Background: an optimization exercise with open tools, aiming at small area, a short achievable clock period and few clock cycles. Do not read the settings as production practice. Function was checked by simulation only, so behaviour that the tests miss may differ from the original.

==> design/flow/design.v <==
`default_nettype none
module Decode
(
    input   wire    [31:0]  instr_i,
    output  wire    [4:0]   rd_sel_o,
    output  wire    [4:0]   rs1_sel_o,
    output  wire    [4:0]   rs2_sel_o,
    output  wire    [31:0]  imm_o,
    output  reg             jump_en_o,
    output  reg     [2:0]   comparison_type_o,
    output  reg             rf_we_o,
    output  reg     [2:0]   rf_din_sel_o,
    output  reg             a_op_sel_o,
    output  reg             b_op_sel_o,
    output  reg             cmp_b_op_sel_o,
    output  reg     [3:0]   alu_op_sel_o,
    output  wire    [2:0]   mem_access_width_o,
    output  reg             d_mem_load_store,
    output  reg             mem_we_o,
    output  wire    [2:0]   csru_op_sel_o,
    output  reg             csru_we_o
);
    wire    [6:0]   opcode  = instr_i[6:0];
    wire    [2:0]   func3   = instr_i[14:12];
    wire    [6:0]   func7   = instr_i[31:25];
    assign mem_access_width_o = func3;
    assign csru_op_sel_o = func3;
    assign  rd_sel_o    = instr_i[11:7];
    assign  rs1_sel_o   = instr_i[19:15];
    assign  rs2_sel_o   = instr_i[24:20];
    reg    [2:0] imm_format;
    reg [31:0] getExtImm;
    always @(*)   
    begin
        case(imm_format)
                3'd0    :   getExtImm = {{21{instr_i[31]}}, instr_i[30:25], instr_i[24:21], instr_i[20]};
                3'd1    :   getExtImm = {{21{instr_i[31]}}, instr_i[30:25], instr_i[11:8], instr_i[7]};
                3'd2    :   getExtImm = {{20{instr_i[31]}}, instr_i[7], instr_i[30:25], instr_i[11:8], 1'b0};
                3'd3    :   getExtImm = {instr_i[31], instr_i[30:20], instr_i[19:12], {12{1'b0}}};
                3'd4    :   getExtImm = {{12{instr_i[31]}}, instr_i[19:12], instr_i[20], instr_i[30:25], instr_i[24:21], 1'b0};
                default:
                    getExtImm = 32'd0;
        endcase
    end
    assign imm_o = getExtImm;
    always @(*) begin
        jump_en_o = 1'b0;
        comparison_type_o = 3'd0;
        rf_we_o = 1'b0;
        rf_din_sel_o = 3'd0;
        a_op_sel_o = 1'b0;
        b_op_sel_o = 1'b0;
        cmp_b_op_sel_o = 1'b0;
        alu_op_sel_o = 4'd0;
        mem_we_o = 1'b0;
        d_mem_load_store = 1'b0;
        imm_format = 3'd3;
        csru_we_o = 0;
        casez({func7, func3, opcode})
            17'b???????_???_0110111: 
            begin
                rf_we_o = 1'b1;
                rf_din_sel_o = 3'd0;
                imm_format = 3'd3;
            end
            17'b???????_???_0010111: 
            begin
                rf_we_o = 1'b1;
                rf_din_sel_o = 3'd2;
                a_op_sel_o = 1'b1;
                b_op_sel_o = 1'b1;
                alu_op_sel_o = 4'd0;
                imm_format = 3'd3;
            end
            17'b???????_???_1101111: 
            begin
                jump_en_o = 1'b1;
                comparison_type_o = 3'd0;
                rf_we_o = 1'b1;
                rf_din_sel_o = 3'd1;
                a_op_sel_o = 1'b1;
                b_op_sel_o = 1'b1;
                alu_op_sel_o = 4'd0;
                imm_format = 3'd4;
            end
            17'b???????_000_1100111: 
            begin
                jump_en_o = 1'b1;
                comparison_type_o = 3'd0;
                rf_we_o = 1'b1;
                rf_din_sel_o = 3'd1;
                a_op_sel_o = 1'b0;
                b_op_sel_o = 1'b1;
                alu_op_sel_o = 4'd0;
                imm_format = 3'd0;
            end
            17'b???????_000_1100011: begin
                jump_en_o = 1'b1;
                comparison_type_o = 3'd1;
                a_op_sel_o = 1'b1;
                b_op_sel_o = 1'b1;
                cmp_b_op_sel_o = 1'b0;
                alu_op_sel_o = 4'd0;
                imm_format = 3'd2;
            end
            17'b???????_001_1100011: 
            begin
                jump_en_o = 1'b1;
                comparison_type_o = 3'd2;
                a_op_sel_o = 1'b1;
                b_op_sel_o = 1'b1;
                cmp_b_op_sel_o = 1'b0;
                alu_op_sel_o = 4'd0;
                imm_format = 3'd2;
            end
            17'b???????_100_1100011:
            begin
                jump_en_o = 1'b1;
                comparison_type_o = 3'd3;
                a_op_sel_o = 1'b1;
                b_op_sel_o = 1'b1;
                cmp_b_op_sel_o = 1'b0;
                alu_op_sel_o = 4'd0;
                imm_format = 3'd2;
            end
            17'b???????_101_1100011: 
            begin
                jump_en_o = 1'b1;
                comparison_type_o = 3'd4;
                a_op_sel_o = 1'b1;
                b_op_sel_o = 1'b1;
                cmp_b_op_sel_o = 1'b0;
                alu_op_sel_o = 4'd0;
                imm_format = 3'd2;
            end
            17'b???????_110_1100011: 
            begin
                jump_en_o = 1'b1;
                comparison_type_o = 3'd5;
                a_op_sel_o = 1'b1;
                b_op_sel_o = 1'b1;
                cmp_b_op_sel_o = 1'b0;
                alu_op_sel_o = 4'd0;
                imm_format = 3'd2;
            end
            17'b???????_111_1100011: 
            begin
                jump_en_o = 1'b1;
                comparison_type_o = 3'd6;
                a_op_sel_o = 1'b1;
                b_op_sel_o = 1'b1;
                cmp_b_op_sel_o = 1'b0;
                alu_op_sel_o = 4'd0;
                imm_format = 3'd2;
            end
            17'b???????_???_0000011: 
            begin
                rf_we_o = 1'b1;
                rf_din_sel_o = 3'd4;
                a_op_sel_o = 1'b0;
                b_op_sel_o = 1'b1;
                alu_op_sel_o = 4'd0;
                mem_we_o = 1'b0;
                d_mem_load_store = 1'b1;
                imm_format = 3'd0;
            end
            17'b???????_???_0100011: 
            begin
                a_op_sel_o = 1'b0;
                b_op_sel_o = 1'b1;
                alu_op_sel_o = 4'd0;
                mem_we_o = 1'b1;
                d_mem_load_store = 1'b1;
                imm_format = 3'd1;
            end
            17'b???????_000_0010011: 
            begin
                rf_we_o = 1'b1;
                rf_din_sel_o = 3'd2;
                a_op_sel_o = 1'b0;
                b_op_sel_o = 1'b1;
                alu_op_sel_o = 4'd0;
                imm_format = 3'd0;
            end
            17'b???????_010_0010011: 
            begin
                comparison_type_o = 3'd3;
                rf_we_o = 1'b1;
                rf_din_sel_o = 3'd3;
                cmp_b_op_sel_o = 1'b1;
                imm_format = 3'd0;
            end
            17'b???????_011_0010011: 
            begin
                comparison_type_o = 3'd5;
                rf_we_o = 1'b1;
                rf_din_sel_o = 3'd3;
                cmp_b_op_sel_o = 1'b1;
                imm_format = 3'd0;
            end
            17'b???????_100_0010011: 
            begin
                rf_we_o = 1'b1;
                rf_din_sel_o = 3'd2;
                a_op_sel_o = 1'b0;
                b_op_sel_o = 1'b1;
                alu_op_sel_o = 4'd2;
                imm_format = 3'd0;
            end
            17'b???????_110_0010011: 
            begin
                rf_we_o = 1'b1;
                rf_din_sel_o = 3'd2;
                a_op_sel_o = 1'b0;
                b_op_sel_o = 1'b1;
                alu_op_sel_o = 4'd3;
                imm_format = 3'd0;
            end
            17'b???????_111_0010011: 
            begin
                rf_we_o = 1'b1;
                rf_din_sel_o = 3'd2;
                a_op_sel_o = 1'b0;
                b_op_sel_o = 1'b1;
                alu_op_sel_o = 4'd4;
                imm_format = 3'd0;
            end
            17'b0000000_001_0010011: 
            begin
                rf_we_o = 1'b1;
                rf_din_sel_o = 3'd2;
                a_op_sel_o = 1'b0;
                b_op_sel_o = 1'b1;
                alu_op_sel_o = 4'd5;
                imm_format = 3'd0;
            end
            17'b0000000_101_0010011: 
            begin
                rf_we_o = 1'b1;
                rf_din_sel_o = 3'd2;
                a_op_sel_o = 1'b0;
                b_op_sel_o = 1'b1;
                alu_op_sel_o = 4'd6;
                imm_format = 3'd0;
            end
            17'b0100000_101_0010011: 
            begin
                rf_we_o = 1'b1;
                rf_din_sel_o = 3'd2;
                a_op_sel_o = 1'b0;
                b_op_sel_o = 1'b1;
                alu_op_sel_o = 4'd7;
                imm_format = 3'd0;
            end
            17'b0000000_000_0110011: 
            begin
                rf_we_o = 1'b1;
                rf_din_sel_o = 3'd2;
                a_op_sel_o = 1'b0;
                b_op_sel_o = 1'b0;
                alu_op_sel_o = 4'd0;
            end
            17'b0100000_000_0110011:
            begin
                rf_we_o = 1'b1;
                rf_din_sel_o = 3'd2;
                a_op_sel_o = 1'b0;
                b_op_sel_o = 1'b0;
                alu_op_sel_o = 4'd1;
            end
            17'b0000000_001_0110011:
            begin
                rf_we_o = 1'b1;
                rf_din_sel_o = 3'd2;
                a_op_sel_o = 1'b0;
                b_op_sel_o = 1'b0;
                alu_op_sel_o = 4'd5;
            end
            17'b0000000_010_0110011:
            begin
                comparison_type_o = 3'd3;
                rf_we_o = 1'b1;
                rf_din_sel_o = 3'd3;
                cmp_b_op_sel_o = 1'b0;
            end
            17'b0000000_011_0110011:
            begin
                comparison_type_o = 3'd5;
                rf_we_o = 1'b1;
                rf_din_sel_o = 3'd3;
                cmp_b_op_sel_o = 1'b0;
            end
            17'b0000000_100_0110011:
            begin
                rf_we_o = 1'b1;
                rf_din_sel_o = 3'd2;
                a_op_sel_o = 1'b0;
                b_op_sel_o = 1'b0;
                alu_op_sel_o = 4'd2;
            end
            17'b0000000_101_0110011: 
            begin
                rf_we_o = 1'b1;
                rf_din_sel_o = 3'd2;
                a_op_sel_o = 1'b0;
                b_op_sel_o = 1'b0;
                alu_op_sel_o = 4'd6;
            end
            17'b0100000_101_0110011:
            begin
                rf_we_o = 1'b1;
                rf_din_sel_o = 3'd2;
                a_op_sel_o = 1'b0;
                b_op_sel_o = 1'b0;
                alu_op_sel_o = 4'd7;
            end
            17'b0000000_110_0110011:begin
                rf_we_o = 1'b1;
                rf_din_sel_o = 3'd2;
                a_op_sel_o = 1'b0;
                b_op_sel_o = 1'b0;
                alu_op_sel_o = 4'd3;
            end
            17'b0000000_111_0110011: 
            begin
                rf_we_o = 1'b1;
                rf_din_sel_o = 3'd2;
                a_op_sel_o = 1'b0;
                b_op_sel_o = 1'b0;
                alu_op_sel_o = 4'd4;
            end
            17'b0000001_000_0110011: 
            begin
                rf_we_o = 1'b1;
                rf_din_sel_o = 3'd2;
                a_op_sel_o = 1'b0;
                b_op_sel_o = 1'b0;
                alu_op_sel_o = 4'd8;
            end
            17'b0000001_001_0110011: 
            begin
                rf_we_o = 1'b1;
                rf_din_sel_o = 3'd2;
                a_op_sel_o = 1'b0;
                b_op_sel_o = 1'b0;
                alu_op_sel_o = 4'd9;
            end
            17'b0000001_011_0110011: 
            begin
                rf_we_o = 1'b1;
                rf_din_sel_o = 3'd2;
                a_op_sel_o = 1'b0;
                b_op_sel_o = 1'b0;
                alu_op_sel_o = 4'd10;
            end
            17'b0000001_010_0110011: 
            begin
                rf_we_o = 1'b1;
                rf_din_sel_o = 3'd2;
                a_op_sel_o = 1'b0;
                b_op_sel_o = 1'b0;
                alu_op_sel_o = 4'd11;
            end
            17'b0000001_100_0110011: 
            begin
                rf_we_o = 1'b1;
                rf_din_sel_o = 3'd2;
                a_op_sel_o = 1'b0;
                b_op_sel_o = 1'b0;
                alu_op_sel_o = 4'd12;
            end
            17'b0000001_101_0110011: 
            begin
                rf_we_o = 1'b1;
                rf_din_sel_o = 3'd2;
                a_op_sel_o = 1'b0;
                b_op_sel_o = 1'b0;
                alu_op_sel_o = 4'd13;
            end
            17'b0000001_110_0110011: 
            begin
                rf_we_o = 1'b1;
                rf_din_sel_o = 3'd2;
                a_op_sel_o = 1'b0;
                b_op_sel_o = 1'b0;
                alu_op_sel_o = 4'd14;
            end
            17'b0000001_111_0110011: 
            begin
                rf_we_o = 1'b1;
                rf_din_sel_o = 3'd2;
                a_op_sel_o = 1'b0;
                b_op_sel_o = 1'b0;
                alu_op_sel_o = 4'd15;
            end
            17'b???????_???_1110011:begin
                rf_we_o = (rd_sel_o!=0);    
                rf_din_sel_o = 3'd5;
                csru_we_o = 1;
                imm_format = 3'd0;
            end
            default: begin
                jump_en_o = 0;
                comparison_type_o = 3'd0;
                rf_we_o = 0;
                rf_din_sel_o = 0;
                a_op_sel_o = 0;
                b_op_sel_o = 0;
                cmp_b_op_sel_o = 0;
                alu_op_sel_o = 0;
                mem_we_o = 1'b0;
                imm_format = 0;
                csru_we_o = 0;
                    if(opcode != 7'b1110011 && opcode != 7'b0001111)  
                        $display("!Warning: Unimplemented Opcode: %b", opcode);
            end            
        endcase
    end
endmodule
`default_nettype none
module RegisterFile  #(    
    parameter	REG_WIDTH = 16, 
    parameter	REG_ADDR_WIDTH =  4
) (
    input	wire    [REG_ADDR_WIDTH-1:0]	Ra_Sel_i,
    output  wire	[REG_WIDTH-1:0]         Ra_o,
    input   wire	[REG_ADDR_WIDTH-1:0]   	Rb_Sel_i,
    output  wire    [REG_WIDTH-1:0]        	Rb_o,
    input   wire                            Data_We_i,
    input   wire    [REG_ADDR_WIDTH-1:0]    Rd_Sel_i,
    input   wire    [REG_WIDTH-1:0]         Data_i,
    input   wire    Clk_i, 
    input   wire    Rst_i
);
    localparam REG_COUNT = 2**REG_ADDR_WIDTH;
        reg	[REG_WIDTH-1:0]	regs	[1:REG_COUNT-1] ;     
    integer i;
    always @ (posedge Clk_i) begin
        if (Rst_i) begin
            for(i=1; i<REG_COUNT; i=i+1)
                regs[i] <= {REG_WIDTH{1'b0}};
        end
        else if(Data_We_i) begin
                if(Rd_Sel_i != 0)
                    regs[Rd_Sel_i] <= Data_i;
        end
    end
        assign	Ra_o = (Ra_Sel_i == 0) ? {REG_WIDTH{1'b0}} : regs[Ra_Sel_i];
        assign	Rb_o = (Rb_Sel_i == 0) ? {REG_WIDTH{1'b0}} : regs[Rb_Sel_i];
endmodule
`default_nettype none
module Alu
(
    input   wire    [31:0]  a_i,
    input   wire    [31:0]  b_i,
    input   wire    [3:0]   sel_i,
    output  reg     [31:0]  result_o
);
    wire sel_add    = (sel_i == 4'd0);
    wire sel_sub    = (sel_i == 4'd1);
    wire sel_xor    = (sel_i == 4'd2);
    wire sel_or     = (sel_i == 4'd3);
    wire sel_and    = (sel_i == 4'd4);
    wire sel_sll    = (sel_i == 4'd5);
    wire sel_srl    = (sel_i == 4'd6);
    wire sel_sra    = (sel_i == 4'd7);
    wire sel_mul    = (sel_i == 4'd8);
    wire sel_mulh   = (sel_i == 4'd9);
    wire sel_mulhu  = (sel_i == 4'd10);
    wire sel_mulhsu = (sel_i == 4'd11);
    wire sel_div    = (sel_i == 4'd12);
    wire sel_divu   = (sel_i == 4'd13);
    wire sel_rem    = (sel_i == 4'd14);
    wire sel_remu   = (sel_i == 4'd15);
    wire [31:0] arith_result = a_i + (sel_sub ? ((~b_i)+1) : b_i);
    wire [63:0] extend_a_i = (sel_mul | sel_mulh) ? {{32{a_i[31]}}, a_i} :
                             sel_mulhu            ? {32'd0, a_i} :
                                                    {{32{a_i[31]}}, a_i};  
    wire [63:0] extend_b_i = (sel_mul | sel_mulh) ? {{32{b_i[31]}}, b_i} :
                             sel_mulhu            ? {32'd0, b_i} :
                                                    {32'd0, b_i};          
    wire [63:0] full_mul_result = extend_a_i * extend_b_i;
    wire [31:0] final_mul_result = sel_mul ? full_mul_result[31:0] : full_mul_result[63:32];
    wire sign_a = a_i[31];
    wire sign_b = b_i[31];
    wire [31:0] tmp_div_a = (sign_a & (sel_div | sel_rem)) ? (~{a_i} + 32'd1) : a_i;
    wire [31:0] tmp_div_b = (sign_b & (sel_div | sel_rem)) ? (~{b_i} + 32'd1) : b_i;
    wire [31:0] sign_div_result = tmp_div_a / tmp_div_b;
    wire [31:0] sign_rem_result = tmp_div_a % tmp_div_b;
    wire div_by_zero  = (b_i == 32'd0);
    wire div_overflow = (a_i == (32'd1 << 31) && b_i == -32'd1 && (sel_div || sel_rem));
    wire [31:0] final_div_result =
        div_by_zero                    ? -32'd1 :
        div_overflow                   ? (32'd1 << 31) :
        ((sign_a ^ sign_b) & sel_div)  ? (~{sign_div_result} + 32'd1) :
                                         sign_div_result;
    wire [31:0] final_rem_result =
        div_by_zero                    ? a_i :
        div_overflow                   ? 32'd0 :
        (sign_a & sel_rem)             ? (~{sign_rem_result} + 32'd1) :
                                         sign_rem_result;
    function [31:0] reverse;
        input [31:0]    ain;
        integer i;
        begin
            for(i=0; i<32; i=i+1) begin
                reverse[32-1-i] = ain[i];
            end
        end
    endfunction
    wire signed [32:0] shift_input = sel_srl ? {1'b0, a_i} :
                                     sel_sra ? {a_i[31], a_i} :
                                               {1'b0, reverse(a_i)};  
    /*verilator lint_off UNUSED*/
    wire [32:0] shift_output = shift_input >>> b_i[4:0];     
    /*verilator lint_on UNUSED*/
    wire [31:0] final_shift_output = sel_sll ? reverse(shift_output[31:0]) : shift_output[31:0];
    always @(*) begin
        result_o = (sel_add | sel_sub)                       ? arith_result :
                   (sel_sll | sel_srl | sel_sra)             ? final_shift_output :
                   sel_xor                                   ? (a_i ^ b_i) :
                   sel_or                                    ? (a_i | b_i) :
                   sel_and                                   ? (a_i & b_i) :
                   (sel_mul | sel_mulh | sel_mulhu | sel_mulhsu) ? final_mul_result :
                   (sel_div | sel_divu)                      ? final_div_result :
                   (sel_rem | sel_remu)                      ? final_rem_result :
                                                               arith_result;
    end        
endmodule
`default_nettype none
module CSR_Unit
(
    input   wire    clk_i,
    input   wire    rst_i,
    input   wire [11:0]     addr_i,
    input   wire [31:0]     data_i,
    input   wire [1:0]      op_i,
    input   wire            we_i,
    output  wire [31:0]     data_o
);
    always @(we_i) begin end
    reg  [31:0] write_value;     
    always @(write_value) begin end
    reg  [31:0] read_value;      
    always @(*)   begin
        case(op_i[1:0])
            2'b00: write_value = data_i;                    
            2'b01: write_value = data_i & read_value;       
            2'b10: write_value = ~(data_i & read_value);    
            default:
            write_value = read_value;
        endcase
    end
    reg [63:0]  csr_cycle;
    always @(posedge clk_i) begin
        if(rst_i)
            csr_cycle <= 64'd0;
        else
            csr_cycle <= csr_cycle + 1'b1;
    end
    always @(*)   begin
        read_value = 0;
        case(addr_i)
            12'hc00: begin
                read_value = csr_cycle[31:0];
            end
            12'hc80: begin
                read_value = csr_cycle[63:32];
            end
            default: begin
                read_value = 0;
            end
        endcase
    end
    assign data_o = read_value;
endmodule
`default_nettype none
module AtomRV
(
    input   wire            clk_i,           
    input   wire            rst_i,           
    output  wire    [31:0]  imem_addr_o,     
    input   wire    [31:0]  imem_data_i,     
    output  wire            imem_valid_o,    
    input   wire            imem_ack_i,      
    output  wire    [31:0]  dmem_addr_o,     
    input   wire    [31:0]  dmem_data_i,     
    output  reg     [31:0]  dmem_data_o,     
    output  reg      [3:0]  dmem_sel_o,      
    output  wire            dmem_we_o,       
    output  wire            dmem_valid_o,    
    input   wire            dmem_ack_i       
);
    wire jump_decision = d_jump_en & comparison_result;  
    wire raw_imem_handshake = (imem_valid_o && imem_ack_i);
    wire imem_handshake = raw_imem_handshake && !ignore_imem_handshake;
    wire dmem_handshake = (dmem_valid_o && dmem_ack_i);
    wire waiting_for_dbus_response = (!dmem_handshake && dmem_valid_o);
    wire stall_stage2 = waiting_for_dbus_response;
    wire waiting_for_ibus_response = !imem_handshake;
    wire stall_stage1 = waiting_for_ibus_response || stall_stage2;
    wire flush_pipeline = jump_decision || (stall_stage2 ? 0 : stall_stage1);
    reg ignore_imem_handshake;
    always @(posedge clk_i) begin
        if(rst_i)
            ignore_imem_handshake <= 0;
        else begin
            case(ignore_imem_handshake)
                0:  if(jump_decision)
                        ignore_imem_handshake <= 1;
                1:  if(raw_imem_handshake)
                        ignore_imem_handshake <= 0;
            endcase
        end
    end
    reg imem_valid_q;
    always @(posedge clk_i)
        imem_valid_q <= !rst_i;
    assign imem_valid_o = imem_valid_q;
    reg [31:0] ProgramCounter   ;
    wire [31:0] pc_plus_four = ProgramCounter + 32'd4;
    always @(posedge clk_i) begin 
        if(rst_i)
            ProgramCounter <= 32'h0000000;
        else if(jump_decision)
            ProgramCounter <= {alu_out[31:1], 1'b0};     
        else if (!stall_stage1) begin
            ProgramCounter <= pc_plus_four;
        end
    end
    assign imem_addr_o = ProgramCounter;
    reg [31:0]  ProgramCounter_Old ;
    always @(posedge clk_i) begin 
        if(rst_i)
            ProgramCounter_Old <= 32'd0;
        else if(!stall_stage1)
            ProgramCounter_Old <= ProgramCounter;
    end
    reg [31:0]  link_address;
    always @(posedge clk_i) begin 
        if(rst_i)
            link_address <= 32'd0;
        else if(!stall_stage1)
            link_address <= pc_plus_four;
    end
    reg [31:0] InstructionRegister;
    always @(posedge clk_i) begin
        if(rst_i)
            InstructionRegister <= 32'h00000013;
        else begin
            if(flush_pipeline)
                InstructionRegister <= 32'h00000013;
            else if(!stall_stage1)
                InstructionRegister <= imem_data_i;
        end
    end
    wire    [4:0]   d_rd_sel;
    wire    [4:0]   d_rs1_sel;
    wire    [4:0]   d_rs2_sel;
    wire    [31:0]  d_imm;
    wire            d_jump_en;
    wire    [2:0]   d_comparison_type;
    wire            d_rf_we;
    wire    [2:0]   d_rf_din_sel;
    wire            d_a_op_sel;
    wire            d_b_op_sel;
    wire            d_cmp_b_op_sel;
    wire    [3:0]   d_alu_op_sel;
    wire    [2:0]   d_mem_access_width;
    wire            d_mem_load_store;
    wire            d_mem_we;
    wire    [2:0]   d_csru_op_sel;
    wire            d_csru_we;
    Decode decode
    (
        .instr_i            (InstructionRegister),
        .rd_sel_o           (d_rd_sel),
        .rs1_sel_o          (d_rs1_sel),
        .rs2_sel_o          (d_rs2_sel),
        .imm_o              (d_imm),
        .jump_en_o          (d_jump_en),
        .comparison_type_o  (d_comparison_type),
        .rf_we_o            (d_rf_we),
        .rf_din_sel_o       (d_rf_din_sel),
        .a_op_sel_o         (d_a_op_sel),
        .b_op_sel_o         (d_b_op_sel),
        .cmp_b_op_sel_o     (d_cmp_b_op_sel),
        .alu_op_sel_o       (d_alu_op_sel),
        .mem_access_width_o (d_mem_access_width),
        .d_mem_load_store   (d_mem_load_store),
        .mem_we_o           (d_mem_we),
        .csru_op_sel_o      (d_csru_op_sel),
        .csru_we_o          (d_csru_we)
    );
    reg    [31:0]  rf_rd_data;
    always @(*) begin
        case(d_rf_din_sel)
            3'd0:   rf_rd_data = d_imm;
            3'd1:   rf_rd_data = link_address;
            3'd2:   rf_rd_data = alu_out;
            3'd3:   rf_rd_data = {31'd0, comparison_result};
            3'd4:   rf_rd_data = memload;
            3'd5:   rf_rd_data = csru_data_o;
            default: rf_rd_data = 32'd0;
        endcase
    end
    wire    [31:0]  rf_rs1;
    wire    [31:0]  rf_rs2;
    RegisterFile  #(.REG_WIDTH(32), .REG_ADDR_WIDTH(5)) rf
    (
        .Ra_Sel_i   (d_rs1_sel),
        .Ra_o       (rf_rs1),
        .Rb_Sel_i   (d_rs2_sel),
        .Rb_o       (rf_rs2),
        .Data_We_i  (d_rf_we & !stall_stage2),
        .Rd_Sel_i   (d_rd_sel),
        .Data_i     (rf_rd_data),
        .Clk_i      (clk_i),
        .Rst_i      (rst_i)
    );
    wire    [31:0]  alu_a_in = (d_a_op_sel) ? ProgramCounter_Old : rf_rs1;
    wire    [31:0]  alu_b_in = (d_b_op_sel) ? d_imm : rf_rs2;
    wire    [31:0]  alu_out;
    Alu alu
    (
        .a_i        (alu_a_in),
        .b_i        (alu_b_in),
        .sel_i      (d_alu_op_sel),
        .result_o   (alu_out)
    );
    reg comparison_result;
    wire [31:0] cmp_A = rf_rs1;
    wire [31:0] cmp_B = (d_cmp_b_op_sel) ? d_imm : rf_rs2;
    wire signed  [31:0]  cmp_A_signed = cmp_A;
    wire signed  [31:0]  cmp_B_signed = cmp_B;
    always @(*)      
    begin
        case(d_comparison_type)
            3'd0:   comparison_result = 1'b1;
            3'd1:   comparison_result = (cmp_A == cmp_B);
            3'd2:   comparison_result = (cmp_A != cmp_B);
            3'd3:   comparison_result = (cmp_A_signed < cmp_B_signed);
            3'd4:   comparison_result = (cmp_A_signed >= cmp_B_signed);
            3'd5:  comparison_result = (cmp_A < cmp_B);
            3'd6:  comparison_result = (cmp_A >= cmp_B);
            default:    comparison_result = 1'b0;
        endcase
    end
    wire    [11:0]  csru_addr_i = d_imm[11:0];
    wire    [31:0]  csru_data_o;
    wire    [31:0]  csru_data_i = d_csru_op_sel[2] ? {{27{1'b0}}, d_rs1_sel} : rf_rs1;
    CSR_Unit csr_unit
    (
        .clk_i   (clk_i),
        .rst_i   (rst_i),
        .addr_i (csru_addr_i),
        .data_i (csru_data_i),
        .op_i   (d_csru_op_sel[1:0]),
        .we_i   (d_csru_we),
        .data_o (csru_data_o)
    );
    wire [31:0] dmem_address = alu_out;
    wire [31:0] dmem_data_out = rf_rs2;
    assign dmem_addr_o = {dmem_address[31:2], {2{1'b0}}};  
    assign dmem_valid_o = d_mem_load_store;
    assign dmem_we_o = d_mem_we; 
    reg [31:0] memload;
    always @(*)  
    begin
        case(d_mem_access_width[1:0])
            2'b00:  begin    
                        case(dmem_address[1:0])
                            2'b00:  memload = {{24{d_mem_access_width[2] ? 1'b0 : dmem_data_i[7]}},  dmem_data_i[7:0]};
                            2'b01:  memload = {{24{d_mem_access_width[2] ? 1'b0 : dmem_data_i[15]}}, dmem_data_i[15:8]};
                            2'b10:  memload = {{24{d_mem_access_width[2] ? 1'b0 : dmem_data_i[23]}}, dmem_data_i[23:16]};
                            2'b11:  memload = {{24{d_mem_access_width[2] ? 1'b0 : dmem_data_i[31]}}, dmem_data_i[31:24]};
                        endcase
                    end
            2'b01:  begin    
                        case(dmem_address[1])
                            1'b0:  memload = {{16{d_mem_access_width[2] ? 1'b0 : dmem_data_i[15]}}, dmem_data_i[15:0]};
                            1'b1:  memload = {{16{d_mem_access_width[2] ? 1'b0 : dmem_data_i[31]}}, dmem_data_i[31:16]};
                        endcase
                    end
            2'b10:  begin    
                        memload = dmem_data_i;
                    end
            default: memload = 32'h00000000;
        endcase 
    end
    always @(*) begin  
        if (d_mem_we) begin
            case(d_mem_access_width[1:0])
                2'b00:  begin  
                            case(dmem_address[1:0])
                                2'b00:  dmem_sel_o = 4'b0001;
                                2'b01:  dmem_sel_o = 4'b0010;
                                2'b10:  dmem_sel_o = 4'b0100;
                                2'b11:  dmem_sel_o = 4'b1000;
                            endcase
                        end
                2'b01:  begin  
                            case(dmem_address[1])
                                1'b0:  dmem_sel_o = 4'b0011;
                                1'b1:  dmem_sel_o = 4'b1100;
                            endcase
                        end
                2'b10: dmem_sel_o = 4'b1111;    
                default: dmem_sel_o = 4'b1111;
            endcase
        end
        else
            dmem_sel_o = 4'b1111;    
    end
    always @(*) begin  
        if (d_mem_we) begin
            case(d_mem_access_width[1:0])
                2'b00:  begin  
                            case(dmem_address[1:0])
                                2'b00:  dmem_data_o = { {24{1'b0}}, dmem_data_out[7:0] };
                                2'b01:  dmem_data_o = { {16{1'b0}}, dmem_data_out[7:0], {8{1'b0}} };
                                2'b10:  dmem_data_o = { {8{1'b0}} , dmem_data_out[7:0], {16{1'b0}} };
                                2'b11:  dmem_data_o = { dmem_data_out[7:0], {24{1'b0}} };
                            endcase
                        end
                2'b01:  begin  
                            case(dmem_address[1])
                                1'b0:  dmem_data_o = { {16{1'b0}}, dmem_data_out[15:0] };
                                1'b1:  dmem_data_o = { dmem_data_out[15:0], {16{1'b0}} };
                            endcase
                        end
                2'b10: dmem_data_o = dmem_data_out;    
                default: dmem_data_o = dmem_data_out;
            endcase
        end
        else
            dmem_data_o = 32'h00000000;    
    end
endmodule
==> design/flow/run.sh <==
#!/bin/bash
# synth_recipe.tcl (not shown) runs the flow's synth.tcl, then flattens the netlist and writes it again
# the make line also repeats each setting of config.mk as NAME=value (left out here)
make -C /OpenROAD-flow-scripts/flow DESIGN_CONFIG=/design/flow/config.mk WORK_HOME=/design/flow/orfs CLKGATE_MAP_FILE= SYNTH_SCRIPT=/design/flow/synth_recipe.tcl finish
==> design/flow/config.mk <==
export PLATFORM = sky130hd
export DESIGN_NAME = AtomRV
export DESIGN_NICKNAME = AtomRV
export VERILOG_FILES = /design/flow/design.v
export SDC_FILE = /design/flow/constraint.sdc
export NUM_CORES = 8
export LEC_CHECK = 0
export CAP_MARGIN = 20
export CORE_MARGIN = 2
export CORE_UTILIZATION = 40
export SLEW_MARGIN = 20
==> design/flow/constraint.sdc <==
create_clock -name core_clock -period 180.0 [get_ports {clk_i}]
set_input_delay 36.0000 -clock core_clock [delete_from_list [all_inputs] [get_ports {clk_i}]]
set_output_delay 36.0000 -clock core_clock [all_outputs]
set_load 0.01 [all_outputs]
==> run notes <==
[final timing paths]
path,depth (start not counted),slack [ns],to
setup / recovery,433,25.14,dmem_addr_o[17]
hold / removal,2,0.46,link_address[3]
setup reg to reg,432,60.90,rf.regs[13][1]
hold reg to reg,2,0.46,link_address[3]
[synth_stat cells (63+ instances only)]
| cell type | n | area (µm²) |
|---|---|---|
| a211oi_1 | 145 | 1090 |
| a21o_1 | 208 | 1560 |
| a21oi_1 | 917 | 4590 |
| a221oi_1 | 63 | 552 |
| a22oi_1 | 155 | 1160 |
| a31oi_1 | 165 | 1030 |
| and2_1 | 71 | 444 |
| and3_1 | 113 | 707 |
| buf_1 | 129 | 484 |
| buf_2 | 130 | 651 |
| clkbuf_1 | 676 | 2540 |
| dfxtp_1 | 200 | 4000 |
| edfxtp_1 | 1024 | 30700 |
| fa_1 | 1443 | 28900 |
| ha_1 | 958 | 12000 |
| inv_1 | 1556 | 5840 |
| mux2_2 | 73 | 822 |
| mux2i_1 | 259 | 2590 |
| mux4_2 | 476 | 10700 |
| nand2_1 | 1877 | 7050 |
| nand2b_1 | 104 | 651 |
| nand3_1 | 290 | 1450 |
| nand4_1 | 114 | 713 |
| nor2_1 | 2437 | 9150 |
| nor2b_1 | 105 | 657 |
| nor3_1 | 291 | 1460 |
| o211ai_1 | 79 | 593 |
| o21a_1 | 176 | 1320 |
| o21ai_0 | 545 | 2730 |
| o31ai_1 | 78 | 586 |
| or2_2 | 76 | 475 |
| or3_1 | 102 | 638 |
| xnor2_1 | 473 | 4140 |
| xor2_1 | 246 | 2150 |
[registers in the layout, summed over array words and instances, names as in the netlist, named ones only]
signal	count
link_address	31
ProgramCounter	31
InstructionRegister	32
ignore_imem_handshake	1
rf.regs	1024
imem_valid_q	1
csr_unit.csr_cycle	64
ProgramCounter_Old	30
[logic make-up after synthesis]
group | after synthesis | synth area share (%)
fa+ha+maj | 2401 | 26.7
xor+xnor | 720 | 4.12
mux | 815 | 9.29
compound gates | 3167 | 13.6
other cells | 1 | 0.00245
buf+inv | 2624 | 6.86
simple gates | 5850 | 16.7
flops | 1224 | 22.7
[metal layers]
metal | vias up | track usage, % | wire length [µm]
li1 | 58013 | - | -
met1 | 69977 | 47.5 | 277000
met2 | 10074 | 58.5 | 331000
met3 | 2619 | 11.0 | 92000
met4 | 26 | 32.9 | 80700
met5 | - | 0.0494 | 153
[cell type report]
cell class / count / area share (%)
Timing Repair Buffer: 734 / 3.60
Antenna cell: 41 / 0.0616
Clock inverter: 75 / 0.593
Clock buffer: 149 / 1.89
Multi-Input combinational cell: 12988 / 65.6
Sequential cell: 1224 / 20.9
Inverter: 1608 / 3.63
Tap cell: 5038 / 3.79
[per-stage QoR]
step | setup slack [ns] | cell area, µm² | hold slack (ns)
6_report | 25.14 | 167000 | 0.458
5_1_grt | 16.68 | 166000 | 0.472
4_1_cts | 28.15 | 166000 | 0.458
3_5_place_dp | 29.39 | 162000 | 0.447
3_3_place_gp | 30.87 | 162000 | 0.442
2_1_floorplan | 45.24 | 153000 | 0.434
[placed cells by master (no fill, tap or decap), types with 136 or more instances in the layout]
cell type,n
xnor2_1,454
a211oi_1,136
a22oi_1,155
a31oi_1,162
buf_4,563
a21o_1,207
edfxtp_1,1024
ha_1,958
mux2i_1,252
a21oi_1,892
nand3_1,289
dfxtp_1,188
fa_1,1442
nor3_1,281
o21ai_0,540
nor2_1,2424
nand2_1,1811
clkdlybuf4s50_1,166
o21a_1,174
xor2_1,246
inv_1,1546
mux4_2,476
[critical path: cells and delay by family, from the launching register on]
| family | cells | cell delay (ns) |
|---|---|---|
| AOI/OAI and AO/OA | 241 | 61.99 |
| xor gates and xnor gates | 1 | 0.21 |
| adders and majority gates | 32 | 10.81 |
| buffers and inverters | 28 | 8.92 |
| DFF | 1 | 0.89 |
| muxes | 9 | 3.61 |
| and+or+nand+nor | 122 | 30.96 |
==> run notes <==
The area growth from synthesis to layout is 8.78%. TritonCTS built the clock tree. Hold repair after CTS inserted 0 buffers. The number of gates resized after CTS was 0. For this run, the share of the core covered by cells in the final layout is 43.6%. The worst min-delay path startpoint was link_address[3]. The via count of the first global-routing pass was 135970; the chip width was 623 µm. The maximum fanout count along the critical path is 93. The die covers 0.388 mm². The tools report the number of fill cells as 37583. After synthesis, the share of flip-flops with an asynchronous set or reset is 0%. Among the stages of the critical path, the cell type that occurs most often is a21oi_1. A synthesized cell averages 9.11 µm². The worst setup path is captured at an output pin. The predominant post-synthesis flop cell was edfxtp_1. STA puts the critical path data arrival time at 118.86 ns.

Leaving out filler cells and counting taps, the final layout contains 21857. During placement, the flow inserted port buffers numbering 167. The run gives 0.153 mm² as the cell area after synthesis. The HPWL after detailed placement is 591000 µm. For the clock tree buffer depth, the log shows 3. The buffer type at the clock tree root was clkbuf_16. The net count of the finished layout is 19144. The tools report the final number of max-transition violations as 0. The routed layout has 140709 vias. The number of synthesized register bits works out to 1224.

STA classifies the critical path startpoint as a flop. The count of routing violations after the opening detailed-route iteration was 20332; the count of buffers added by post-CTS timing repair for setup was 0. In this run the number of H-tree levels came out at 3. Summed over all layers, the global routing overflow is 0. The global-route usage over all layers is 39.4%. Pin placement for this block handled 171 I/O pins. Summing all multi-input logic gate instances after layout gives 0.109 mm².

In this run the remaining antenna-violating nets after routing total 0. Before antenna repair, the detailed router went through 10 iterations. The worst setup path is of the flop to output pin kind.

Counting the buffers created by CTS gives 119. The flow ran to the end and the layout has no timing, DRC or antenna violations. The transition at the pin with the smallest max-transition slack was 1.34 ns.

For this run, the number of Yosys warnings is 5. Using the TritonRoute via totals, the vias-per-cell ratio works out to 6.44. In this run the standard cell core region covers 0.382 mm². The ratio of final minimum period to clock period was 86.0%; the clock transition time at the flip-flop clock pins of the worst setup and hold paths was 0.07 ns.

Across the routed clock network, the largest skew measured is 0.0600 ns. Class of the tightest hold or removal check: flop to flop. The worst path needs 154.86 ns of the cycle, external delays included. The layout cell share with drive strength beyond 1 is 10.5%. The instance count after placement with tap cells included is 21591. The reported max-cap violation count is 0, and the die outline height is 623 µm. The required time reported for the critical path endpoint was 144.00 ns.

The upper clock frequency limit is 6.46 MHz, and the final sum of negative setup slack is 0 ns. The congestion estimate from routability-driven global placement came to 1.09. The slowest cell on the critical path is dfxtp_4.

Clock tree synthesis found a total of 1224 sinks. The routed design has 780000 µm of wire. The tools report the initial antenna violation count as 58. After synthesis, flip-flops and latches occupy 22.7% of the total area.

The global-route wire length before repair is 1080000 µm, and the total area of sequential cells is 0.0348 mm². Setup violations remaining at the end of the flow were counted as 0. After detailed routing, the average wire length per cell comes to 35.7 µm. In this design, the stage delay of the slowest critical-path cell is 0.89 ns.

The final number of hold-violating endpoints came out at 0. For the number of core rows, the log shows 227. Setup repair after global routing left no endpoint under its margin. The logs give 138 for the unique cell type count in the Yosys netlist and 0 for the final routed DRC violation total. The later pin in the worst-skew pair is clocked with a latency of 0.83 ns. Entering global routing, the biggest net connects 94 pins. Once the floorplan was initialized, standard cells occupied 40.1% of the core.

Normalized max-slew margin: 9.97%. In the synthesized netlist, the number of instances is 16802. The count of flip-flops with a built-in enable after synthesis works out to 1024.
Testbench counts, summed over its fixed seeds: cycles 43,286.

[static timing again, ports no longer ideal]
The results above use ideal ports. As a check the final layout listed here was re-extracted and re-timed, cells and wires unchanged. Step 1: set_driving_cell puts a clkbuf_16 on clk_i and a buf_2 on each other input, an assumption about the parent block. Step 2, shift: input delay + t, output delay - t, t = (earliest + latest rising clock arrival at the registers) / 2. This alone moves slack from input paths to output paths. Three values: no drivers, after step 1, after step 2; two values: the first two.
t, ns: 0.872
setup slack, ns: 25.142 / 25.068 / 25.940
slew at the worst register clock pin (ns): 0.07 / 0.07
worst slew at a driven data input, ns: 0.16
cell pins on the clock port's net: 1
After both steps setup and hold are still met in this run. The setup slack of this run moves by -0.074 ns with the drivers and by +0.798 ns with both steps.
